This design comes from an exercise in tuning for small area, a short achievable clock period and few clock cycles on the open sky130 flow, not from production work.
Function was checked by simulation only, so behaviour that the tests miss may differ from the original.
Power is estimated from default activity; no workload was simulated.

Setup of run A:
Design TPU, start of the top module:
module TPU(
    clk,
    rst_n,
    in_valid,
    K,
    M,
    N,
    busy,
    A_wr_en,
    A_index,
    A_data_in,
    A_data_out,
    B_wr_en,
    B_index,
    B_data_in,
    B_data_out,
    C_wr_en,
    C_index,
    C_data_in,
    C_data_out
);
clock: 8.0 ns
lec_check: 0
abc_area: 1
cap_margin: 20
core_margin: 2
core_utilization: 55
place_density: 0.7
setup_slack_margin: 4.8
slew_margin: 20
run.sh (not shown) runs the stock make flow with config.mk's settings and CLKGATE_MAP_FILE= SYNTH_SCRIPT=/design/flow/synth_recipe.tcl, a recipe that flattens the netlist after the stock synthesis.
Testbench counts of run A, summed over its fixed seeds: cycles 122,601.
--- input diff run A..run B ---
Settings: a change of SETUP_SLACK_MARGIN from 4.8 to 4.6.
Notes after the runs:
- [compare] base=run A new=run B: switching fraction of total power shows an increase of 0.17 points; via count fell 2,063; non-clock buffering overhead in the final layout now sits lower.
[inputs] run C vs run B
Settings: a change of SETUP_SLACK_MARGIN from 4.6 to 4.7; a deleted PLACE_DENSITY that had been 0.7; an added CTS_BUF_LIST of sky130_fd_sc_hd__clkbuf_4 sky130_fd_sc_hd__clkbuf_8; a change of CORE_UTILIZATION from 55 to 40.
Notes after the runs:
Run C vs run B: met1 track utilization from global routing down. Run C reached the final stage; the timing, DRC and antenna checks on its layout passed. Run C and run B ended up with nearly the same hold slack. Total power deteriorates in run C relative to run B. Run C vs run B, worst-case headroom to the max-slew limit went down by 14 points. Share of the clock period used by the worst path ends up higher on run B. Taking run B as the reference point, the net switching power of run C falls by 62 uW. Across both runs, clock period minus worst slack was lower for run C than for run B.
Here is what was changed in the inputs of run D compared with run C.
Settings: SETUP_SLACK_MARGIN: 4.7 -> 4.5; CTS_BUF_LIST: sky130_fd_sc_hd__clkbuf_4 sky130_fd_sc_hd__clkbuf_8 -> unset.
### Flow results
Run D was carried through to the last stage, and its layout satisfied the timing, DRC and antenna checks.
Count of plain and timing-repair buffers in the layout (run D vs. run C) decreases by more than 10%
The worst hold slack of run D was inferior to that of run C.
Re post-synthesis instance total: no difference whatsoever between run D and run C.
--- input diff run D..run E ---
Settings: SETUP_SLACK_MARGIN now 4.7, was 4.5; PLACE_DENSITY now 0.7, previously not set; CORE_UTILIZATION now 55, was 40.
Results
- Sort run D and run E by setup slack asc -> top: run D
- Run E ends up with a clock period minus worst slack that is 180 ps lower than in run D.
- Relative to run D, sequential power has increased by about 0.8% in run E.
- Run E: iteration count of the initial detailed-routing pass 1 above run D
- | simple logic cell fraction of the synthesized area | run D vs run E | ≈ equal |
- Diff run D and run E: post-CTS setup buffer count higher in run E
- Between run E and run D, it is run E whose utilization is higher, by 19 points.
The following lists how run F was set up differently from run E:
Settings: swapping 55 for 40 in CORE_UTILIZATION; swapping 4.7 for 4.9 in SETUP_SLACK_MARGIN; clearing PLACE_DENSITY, which used to be 0.7.
## What came out
Re synthesized cell count: no difference whatsoever between run E and run F.
Run E → run F: number of cells in the finished layout apart from fillers +7.9%, setup slack went up, largest fanout on the critical path has increased, final worst hold slack barely changed, area overhead of the layout relative to synthesis has increased.
Diff run E -> run F: count of unresolved DRC violations after routing barely changed; wire length of the first global-routing pass increased 25,000 um.
Run E → run F: HPWL after detailed placement picked up an extra 6.1%, summed area of non-filler cells in the final layout picked up an extra 7.2%.

the baseline:
TPU, a different RTL version from the one above (not shown whole).
For scale: ~7400 cells after synthesis, about 1300 flip-flops, roughly 460 I/O pins, ~0.076 mm2 of cells after synthesis.
Design TPU, start of the top module:
module TPU(
    clk,
    rst_n,
    in_valid,
    K,
    M,
    N,
    busy,
    A_wr_en,
    A_index,
    A_data_in,
    A_data_out,
    B_wr_en,
    B_index,
    B_data_in,
    B_data_out,
    C_wr_en,
    C_index,
    C_data_in,
    C_data_out
);
export LEC_CHECK = 0
export CAP_MARGIN = 20
export CORE_MARGIN = 2
export CORE_UTILIZATION = 40
export SETUP_SLACK_MARGIN = 4.6
export SLEW_MARGIN = 20
create_clock -name core_clock -period 8.0 [get_ports {clk}]
Testbench counts of the baseline, summed over its fixed seeds: cycles 122,601.
Modified inputs, the candidate compared to the baseline
# the baseline
export LEC_CHECK = 0
export CAP_MARGIN = 20
export CORE_MARGIN = 2
export CORE_UTILIZATION = 40
export SETUP_SLACK_MARGIN = 4.6
export SLEW_MARGIN = 20
create_clock -name core_clock -period 8.0 [get_ports {clk}]
# the candidate
export LEC_CHECK = 0
export ABC_AREA = 1
export CAP_MARGIN = 20
export CORE_MARGIN = 2
export CORE_UTILIZATION = 40
export SETUP_SLACK_MARGIN = 4.6
export SLEW_MARGIN = 20
create_clock -name core_clock -period 8.0 [get_ports {clk}]
==> summary.txt <==
Side by side, transition time at the pin with the least slew margin turned out lower in the candidate than in the baseline. Relative to the baseline, the critical path depth in cells of the candidate is lower by 3. The candidate vs the baseline: layout net count up by more than 10%. Looking at simple-gate share of the synthesized area across the baseline and the candidate, the one that comes out lower is the baseline.

## build 93
TPU, a different RTL version from the one above (not shown whole).
For scale: about 6500 cells after synthesis, roughly 970 flip-flops, about 460 I/O pins, roughly 0.065 sq mm of cells after synthesis.
Settings: LEC_CHECK=0, CAP_MARGIN=20, CORE_MARGIN=2, CORE_UTILIZATION=40, SETUP_SLACK_MARGIN=4.6, SLEW_MARGIN=20; clock period 8.0 ns.
Testbench counts of build 93, summed over its fixed seeds: cycles 122,601.
Modified inputs, build 29 compared to build 93
diff --git a/flow/config.mk b/flow/config.mk
--- a/flow/config.mk
+++ b/flow/config.mk
@@ -9,4 +9,4 @@
 export CORE_MARGIN = 2
 export CORE_UTILIZATION = 40
-export SETUP_SLACK_MARGIN = 4.6
+export SETUP_SLACK_MARGIN = 4.0
 export SLEW_MARGIN = 20
Notes after the runs:
Looking at the reports, build 29 completed the entire flow and the layout it produced met the timing, DRC and antenna checks.
In the tables for build 93 and build 29, total length of routed wires reads higher with build 93.
On proportion of layout cells with a drive suffix above 1, the higher figure sits with build 93, not build 29.
Taking build 29 over build 93, the detailed-route via count ratio works out to 0.925.
Looking at slowest library cell on the worst path, the sky130_fd_sc_hd__dfxtp_2 result is from build 29; the sky130_fd_sc_hd__fa_1 one comes from build 93.
row[0].pe[2].mac.yr[2]$_DFF_P_ as the capture point of the critical path was reported by build 29, and row[0].pe[3].mac.xr[11]$_DFF_P_ by build 93.
From build 93 to build 29 the numbers moved as follows: setup slack has decreased, number of buffers added on ports comparable.
| power density relative to cell area | build 29 vs build 93 | 5.4 mW/mm^2 lower |
The following lists how build 68 was set up differently from build 29:
diff --git a/flow/config.mk b/flow/config.mk
--- a/flow/config.mk
+++ b/flow/config.mk
@@ -6,7 +6,8 @@
 export NUM_CORES = 4
 export LEC_CHECK = 0
+export ABC_AREA = 1
 export CAP_MARGIN = 20
 export CORE_MARGIN = 2
 export CORE_UTILIZATION = 40
-export SETUP_SLACK_MARGIN = 4.0
+export SETUP_SLACK_MARGIN = 4.3
 export SLEW_MARGIN = 20
[summary]
In build 68, the worst setup slack before clock tree synthesis came out 0.43 ns below the value in build 29. Build 68 against build 29: final HPWL from detailed placement increased about 21%, effective utilization at floorplan essentially unchanged, share of the clock period used by the worst path decreased 3.3 points, die area decreased about 3%.
--- input diff build 68..build 30 ---
diff --git a/flow/config.mk b/flow/config.mk
--- a/flow/config.mk
+++ b/flow/config.mk
@@ -6,5 +6,4 @@
 export NUM_CORES = 4
 export LEC_CHECK = 0
-export ABC_AREA = 1
 export CAP_MARGIN = 20
 export CORE_MARGIN = 2
Notes after the runs:
Having completed the whole flow, build 30 delivered a layout that passed the timing, DRC and antenna checks.
Build 68: no failed stages, no open violations at the end
Flip-flop and latch count came out exactly the same in build 30 and build 68.
Synthesized cell count of build 30 falls short of that of build 68 by more than 10%.
The final reports for build 30 and build 68 show met1 demand-to-capacity share in global routing lower in the former.
Compare build 30 and build 68 | area taken by flip-flops and latches higher: build 30

==> what the ideal ports hide <==
How much do the figures lean on ideal ports? The routed layouts below were timed once more, with nothing changed but the port constraints.
Step 1 sets driving cells, clkbuf_16 on the clock port and buf_2 on the other inputs (assumed; they add their load-dependent delay and slew).
Step 2 moves the port delays by t, midway between the first and last clock arrival at a register: inputs arrive t later, outputs are due t later. That takes back most of the time a late clock gives input paths.
Slacks: ideal ports / drivers / drivers and shift; pairs: ideal ports / drivers.
run	t, ns	slack for setup (ns)	latest minus earliest clock arrival (ns)	worst slew at a driven data input, ns
run A	0.811	4.699 / 4.699 / 4.333	0.038 / 0.037	0.07
run B	0.799	4.623 / 4.551 / 4.367	0.056 / 0.057	0.07
run C	0.983	4.700 / 4.698 / 4.362	0.063 / 0.062	0.11
run D	0.823	4.534 / 4.475 / 4.222	0.030 / 0.031	0.11
run E	0.779	4.716 / 4.664 / 4.362	0.070 / 0.070	0.07
run F	0.834	4.787 / 4.787 / 4.297	0.072 / 0.072	0.11
the baseline	0.884	4.596 / 4.596 / 4.089	0.043 / 0.042	0.17
the candidate	0.889	4.554 / 4.554 / 4.119	0.040 / 0.040	0.09
build 93	0.828	4.399 / 4.399 / 4.123	0.061 / 0.061	0.07
build 29	0.843	4.095 / 4.095 / 4.095	0.084 / 0.084	0.11
build 68	0.837	4.359 / 4.359 / 4.317	0.059 / 0.059	0.06
build 30	0.837	4.349 / 4.263 / 4.127	0.056 / 0.056	0.09
After both steps every run listed still meets setup and hold. The setup slack of the baseline, which loses most, moves by 0.000 ns with the drivers and by -0.507 ns with both steps.
